What follows belongs to an exercise in optimizing a design on an open flow for small area and a short achievable clock period; a production flow would make more cautious choices. No run shown here included a check of the RTL's function; only the layout flow was run.

## flow/design.v (module list and top-level ports; edited modules follow where they fit)
// module pipelined_array_multiplier: 1812 lines
// module mul_fa: 10 lines
// module mul_bpp: 10 lines
// module mul_bpp0: 8 lines
// module mul_ha: 9 lines
// module mul_xnor: 7 lines
// module mul_or: 7 lines
module pipelined_array_multiplier (
    input  logic        clk_i,
    input  logic        clk_en_i,
    input  logic        rst_n_i,
    input  logic [31:0] multiplicand_i,
    input  logic [31:0] multiplier_i,
    input  logic        data_valid_i,
    output logic [63:0] product_o,
    output logic        data_valid_o
);
  // ...
==> flow/run.sh <==
#!/bin/bash
# synth_recipe.tcl (not shown) runs the flow's synth.tcl, then flattens the netlist and writes it again
# the make line also repeats each setting of config.mk as NAME=value (left out here)
make -C /OpenROAD-flow-scripts/flow DESIGN_CONFIG=/design/flow/config.mk WORK_HOME=/design/flow/orfs CLKGATE_MAP_FILE= SYNTH_SCRIPT=/design/flow/synth_recipe.tcl finish
==> flow/config.mk <==
export PLATFORM = sky130hd
export DESIGN_NAME = pipelined_array_multiplier
export DESIGN_NICKNAME = pipelined_array_multiplier
export VERILOG_FILES = /design/flow/design.v
export SDC_FILE = /design/flow/constraint.sdc
export NUM_CORES = 4
export LEC_CHECK = 0
export CAP_MARGIN = 20
export CORE_MARGIN = 2
export CORE_UTILIZATION = 40
export SLEW_MARGIN = 20
export SYNTH_HIERARCHICAL = 1
export SYNTH_MINIMUM_KEEP_SIZE = 0
==> flow/constraint.sdc <==
create_clock -name core_clock -period 11.0 [get_ports {clk_i}]
set_input_delay 2.2000 -clock core_clock [delete_from_list [all_inputs] [get_ports {clk_i}]]
set_output_delay 2.2000 -clock core_clock [all_outputs]
set_load 0.01 [all_outputs]
==> summary.md, run 1 <==
| Metric | Value |
|---|---|
| Tcrit/Tclk final | `42.06%` |
| CP Depth | `9` |
| RSZ-0062 raised after global routing | `false` |
| Final Skew | `around 0.036 ns` |
| Worst-case reg-to-reg path depth | `9` |
| Met3 usage | `6.168%` |
| Inverter count | `39` |
| Vias in the first global route | `26220` |
| Seq/total area | `21.32%` |
| Clock network area share | `2.860%` |
| Setup CP Type | `flip-flop to flip-flop` |
| Share of cells above drive strength 1 | `22.53%` |
| Max frequency | `216.1 MHz` |
| Synth unique cells | `76` |
| Worst Hold Class | `flip-flop to flip-flop` |
| Reg area | `0.008198 sq mm` |
| Top Usage Layer GRT | `met2` |
| Full die area | `0.08773 sq mm` |
| Dominant synthesized flop cell | `edfxtp_1` |
| Final RePlAce weighted congestion | `0.9156` |
| Placed Cells incl. Taps | `between 3000 and 4000` |
| Met2 wire length | `50700 um` |
| Syn_nets | `between 3000 and 4000` |
| Mux cell area share after synthesis | `0.2052%` |
| Hold Path End | `v_q[0]$_SDFFE_PN0P_` |
| 1st-iter DRT viols | `2250` |
| Finished Cell Area | `a little under 0.04 sq mm` |
| Synth Area in XOR/XNOR | `16.34%` |
| Synth Area in Simple Gates | `5.316%` |
| Crit. Startpoint | `a_q[8]$_DFFE_PP_` |
| WP data arrival | `4.89 ns` |
| Max reg flops | `127` |
| Commonest non-fill, non-tap cell in the layout | `xor2_1` |
| CTS Sinks | `between 200 and 300` |
| Finished Core Util | `45.30%` |
| # hold bufs at CTS | `0` |
| DIE WIDTH | `296.2 um` |
| CP bufs+invs | `1` |
| Status | `timing/DRC/antenna clean` |
| Crit start category | `flip-flop` |
| Synth top cells by count | `xor2_1 (563), a22oi_2 (497), fa_1 (469)` |
| Final Critical Period | `4.627 ns` |
==> run 2: changes to the inputs <==
==> flow/flow/run.sh (new file) <==
#!/bin/bash
# Layout flow: the standard ORFS flow (standard.sh) with the standard
# synthesis unchanged, plus
#  - after floorplan, combinational cells downsized to their smallest drive
#    strength (flow/downsize.tcl), so that area is only spent where timing
#    repair asks for it;
#  - optionally a chosen buffer cell for the port buffers.
# Settings are in flow/settings.sh. Each tool's output goes to a log here.
set -euo pipefail
cd "$(dirname "$0")/.."
W=$PWD
source flow/settings.sh
args=()
if [[ "$DOWNSIZE" != "none" ]]; then
  args+=("POST_FLOORPLAN_TCL=$W/flow/downsize.tcl" "DOWNSIZE_FAMILIES=$DOWNSIZE")
fi
args+=("SETUP_SLACK_MARGIN=$SETUP_MARGIN")
if [[ -n "$PORT_BUFFER" ]]; then
  args+=("BUFFER_PORTS_ARGS=-buffer_cell $PORT_BUFFER")
fi
args+=($EXTRA)
bash standard.sh synth > flow_synth.log 2>&1
bash standard.sh "${args[@]}" finish > flow_layout.log 2>&1
==> flow/flow/downsize.tcl (new file) <==
# Downsize combinational cells to the smallest drive strength of their
# family (same function and footprint). Timing repair later sizes the
# critical ones back up. Registers and clock cells are left alone.
# DOWNSIZE_FAMILIES: space-separated family names (e.g. a22oi), or "all".
set families [expr {[info exists ::env(DOWNSIZE_FAMILIES)] ? $::env(DOWNSIZE_FAMILIES) : "all"}]
set skip {^(dfxtp|dfxbp|dfrtp|dfrbp|dfstp|dfbbp|dfsbp|dfrtn|dfbbn|edfxtp|edfxbp|sdf.*|sedf.*|dl.*|clk.*|conb|tap.*|fill.*|decap.*|diode.*|probe.*|lpflow.*)$}
set smallest [dict create]
set count 0
foreach inst [get_cells *] {
  set ref [get_property $inst ref_name]
  if {![regexp {^sky130_fd_sc_hd__(.+)_(\d+)$} $ref -> fam drive]} { continue }
  if {[regexp $skip $fam]} { continue }
  if {$families ne "all" && [lsearch -exact $families $fam] < 0} { continue }
  if {![dict exists $smallest $fam]} {
    set best ""
    set best_area 1e9
    foreach lc [get_lib_cells sky130_fd_sc_hd__${fam}_*] {
      set name [get_property $lc name]
      if {![regexp "^sky130_fd_sc_hd__${fam}_\\d+\$" $name]} { continue }
      if {[get_property $lc dont_use]} { continue }
      set a [get_property $lc area]
      if {$a < $best_area} { set best $name; set best_area $a }
    }
    dict set smallest $fam $best
  }
  set to [dict get $smallest $fam]
  if {$to ne "" && $to ne $ref} {
    replace_cell $inst $to
    incr count
  }
}
puts "downsize: replaced $count cells"
==> flow/flow/settings.sh (new file) <==
SETUP_MARGIN=7.0
DOWNSIZE="all"
PORT_BUFFER=
EXTRA=""
==> flow/standard.sh (new file) <==
#!/bin/bash
# synth_recipe.tcl (not shown) runs the flow's synth.tcl, then flattens the netlist and writes it again
# the make line also repeats each setting of config.mk as NAME=value (left out here)
make -C /OpenROAD-flow-scripts/flow DESIGN_CONFIG=/design/flow/config.mk WORK_HOME=/design/flow/orfs CLKGATE_MAP_FILE= SYNTH_SCRIPT=/design/flow/synth_recipe.tcl "${@:-finish}"
removed: flow/run.sh
==> run 2 against run 1 <==
Highest routed layer unchanged. First-iteration DRC count up 47%. Fmax up 11%. Critical path type unchanged. Critical path depth unchanged. Cell count up 2.6%. Cell area up 1.3%. Global-route usage up 1.4 points. Synthesized cell count unchanged. Synthesized area unchanged.
==> summary.md, run 2 <==
| Metric | Value |
|---|---|
| Status | `timing/DRC/antenna clean` |
| Nets | `3570` |
| Synth Area in Simple Gates | `5.316% (unchanged)` |
| Root buffer cell | `clkbuf_16` |
| CP endpoint kind | `flip-flop` |
| Dominant synthesized flop cell | `edfxtp_1` |
| Cell Area, Synth | `between 0.03 and 0.04 sq mm` |
| Drc violations | `0` |
| CTS max path bufs | `3` |
| R2r setup slk | `6.85 ns` |
| 1st-iter DRT viols | `3312 (+47%)` |
| Final Hold Fails | `0` |
| CTS Sinks | `274 (unchanged)` |
| Area Growth Syn to Fin | `14.03%` |
| Most instantiated library cell after synthesis | `xor2_1` |
| Total grt overflow | `0` |
| Clock Latency Late Sink | `0.57 ns` |
| Synth Area in XOR/XNOR | `16.34% (unchanged)` |
| Finished Core Util | `45.88% (+0.58 points)` |
| Syn Area/Cell | `around 13 sq um` |
| Dpl hpwl | `approximately 71000 um` |
| Max reg flops | `127 (unchanged)` |
| Worst-Margin Slew | `roughly 1.0 ns` |
| Final Skew | `0.02106 ns (-0.01533 ns)` |
| Die height | `296.2 um` |
| Full die area | `0.08773 sq mm (unchanged)` |
| CP max FO | `17` |
| DRT Pass-1 Iters | `6` |
| Post-synth EDFFs | `271` |
| Routed Antenna Nets | `0` |
| DIE WIDTH | `296.2 um (unchanged)` |
| Synth Warn # | `7` |
| Clk slew on worst S/H paths | `roughly 0.06 ns` |
| Largest family of logic cells by synthesized area | `adder cells` |
| Share of cells above drive strength 1 | `13.97% (-8.6 points)` |
| Setup TNS | `0 ns` |
| Global-route wire length before repair | `roughly 180000 um` |
| Asr flop ratio synth | `0%` |
| CP Cell Sequence | `buf_12 -> a22oi_1 -> xor2_1 -> fa_1 -> fa_1 -> fa_1 -> fa_1 -> fa_1 -> fa_1` |
| Final RePlAce weighted congestion | `0.9124 (-0.35%)` |
| Top cell type by total area after synthesis | `fa_1` |
| Pin count of the biggest net entering global routing | `83` |
| Biggest register | `cs_q` |
| Reg area | `0.008198 sq mm (unchanged)` |
| IO Port Bufs | `132` |
| Worst path slowest cell | `fa_1` |
| Initial antenna violation count | `4` |
| Largest regs | `cs_q x127, p_q x64, a_q x32` |
| Vias in the first global route | `27080 (+3.3%)` |
| Rel. slew slack | `30.31%` |
| Syn_nets | `3255 (unchanged)` |
| Worst Hold Class | `flip-flop to flip-flop` |
| H-tree Lvls | `2` |
| Synth top cells by count | `xor2_1 (563), a22oi_2 (497), fa_1 (469)` |
| Gr usage total | `27.39%` |
| Max Cap Viol | `0` |
| Commonest cells after routing, fill and taps aside | `xor2_1 (539), a22oi_1 (407), fa_1 (406), edfxtp_1 (271), clkdlybuf4s50_1 (131)` |
| Register bit count reported by yosys | `274` |
| CP peak stage delay | `between 0.5 and 0.6 ns` |
| Max frequency | `240.8 MHz (+11%)` |
| Rows | `107` |
| # hold bufs at CTS | `0 (unchanged)` |
| Via count | `25500` |
| Top cells by area, synth | `fa_1 (27%), edfxtp_1 (24%), a22oi_2 (18%)` |
| Tcrit/Tclk final | `37.76% (-4.3 points)` |
| Multi-input gate area | `0.02387 sq mm` |
| Mux cell area share after synthesis | `0.2052% (unchanged)` |
| Crit start category | `flip-flop` |
| Post-synth top area share | `27.49%` |
| Wire per inst | `29.14 um` |
| Setup violators final | `0` |
| Synth unique cells | `76 (unchanged)` |
| Synth Area in Compound Gates | `22.96%` |
| Setup CP Type | `flip-flop to flip-flop` |
| Routed vias/inst | `6.172` |
| # IOs | `133` |
| Max Slew Vio Count | `0` |
| CP most frequent cell | `fa_1` |
| Commonest non-fill, non-tap cell in the layout | `xor2_1` |
| Core footprint | `0.08488 sq mm` |
| CP bufs+invs | `1 (unchanged)` |
| CP Data Required Time | `11.30 ns` |
| CTS tree | `done` |
| Post-Synthesis Cells | `2644` |
| CTS Buf Count | `35` |
| Initial cell density of the core | `40.24%` |
| Final Critical Period | `4.153 ns (-0.4735 ns)` |
| CP top delay family | `adder cells` |
| Synth Area in Adders | `30.20%` |
| WP data arrival | `4.45 ns (-0.44 ns)` |
| RSZ-0062 raised after global routing | `true` |
| Seq/Total Area, Yosys | `24.00%` |
| Routed wire length | `120400 um` |
| FILL cells | `approximately 7600` |
## run 2: final cells by class
cell class / count / area share (%)
multi-input combinational: 2297 / 61.28
sequential: 274 / 21.05
clock inverter: 26 / 0.7293
tap: 1144 / 3.675
timing repair buffer: 312 / 10.54
inverter: 39 / 0.3759
clock buffer: 38 / 2.333
antenna: 2 / 0.01285
## run 2: logic make-up after synthesis
kind of cell / after synthesis
xor gates and xnor gates: 637
buffers and inverters: 73
adders and majority gates: 543
AOI/OAI and AO/OA: 756
DFF: 274
muxes: 7
and+or+nand+nor: 354
## run 2: tightest hold or removal path, stage by stage, from the launching register on
cell and delay, ns:
dfxtp_1 0.33, mux2i_1 0.08, nor2b_1 0.10
## run 2: layer usage
layer	GRT usage [%]	vias to the layer above	share of wire, %
li1	-	10380	-
met1	35.08	12840	38
met2	42.34	1864	45
met3	8.274	411	12
met4	13.05	4	4.8
met5	0	-	0.066
## run 2: stage by stage
stage | std cells | hold slack (ns) | worst slack [ns] | instance area (sq um)
3_3_place_gp | 3970 | 0.4989 | 6.494 | 34810
2_1_floorplan | 2644 | 0.4824 | 6.213 | 34410
4_1_cts | 4115 | 0.5391 | 6.868 | 38230
3_5_place_dp | 3970 | 0.5251 | 6.466 | 34810
6_report | 4132 | 0.5387 | 6.847 | 38940
5_1_grt | 4130 | 0.5668 | 6.783 | 38940
## run 2: repair_timing
action	4_1_cts	5_1_grt
endpoints found under the hold margin	0	0
setup endpoints to repair	45	54
pin swaps	55	58
resized for setup	267	117
cloned	24	3
setup buffers	57	12
## run 2: per-module statistics from Yosys (local to each module, per instance)
module	copies in the design	cells inside	flip-flops and latches
mul_bpp0	32	2	0
mul_or	41	1	0
mul_xnor	41	1	0
pipelined_array_multiplier	1	1026	274
mul_ha	11	1	0
mul_bpp	496	2	0
mul_fa	469	1	0
## run 2: path summary, 6_finish.rpt
| path | depth (start not counted) | end | from |
|---|---|---|---|
| worst max-delay path | 9 | cs_q[101]$_DFFE_PP_ | a_q[17]$_DFFE_PP_ |
| worst min-delay path | 2 | v_q[1]$_SDFFE_PN0P_ | v_q[0]$_SDFFE_PN0P_ |
| worst min register to register | 2 | v_q[1]$_SDFFE_PN0P_ | v_q[0]$_SDFFE_PN0P_ |
| worst max register to register | 9 | cs_q[101]$_DFFE_PP_ | a_q[17]$_DFFE_PP_ |

-- separate check: timing with driven ports --
Ports are ideal in the flow. The routed layouts listed here were re-timed in OpenROAD. Step 1 assumes that a clkbuf_16 drives the clock port and a buf_2 every other input. Step 2 moves the port delays by t, midway between the first and last clock arrival at a register: inputs arrive t later, outputs are due t later. That takes back most of the time a late clock gives input paths. a / b / c = no drivers / after step 1 / after step 2; a / b = the first two.
run | shift t [ns] | slack for setup (ns) | latest minus earliest clock arrival (ns) | cell pins on the clock port's net
run 1 | 0.622 | 6.373 / 6.373 / 6.221 | 0.036 / 0.036 | 1
run 2 | 0.617 | 6.847 / 6.847 / 6.847 | 0.021 / 0.021 | 1
After both steps setup and hold are still met in every run listed. The setup slack of run 1, which loses most, moves by 0.000 ns with the drivers and by -0.152 ns with both steps.
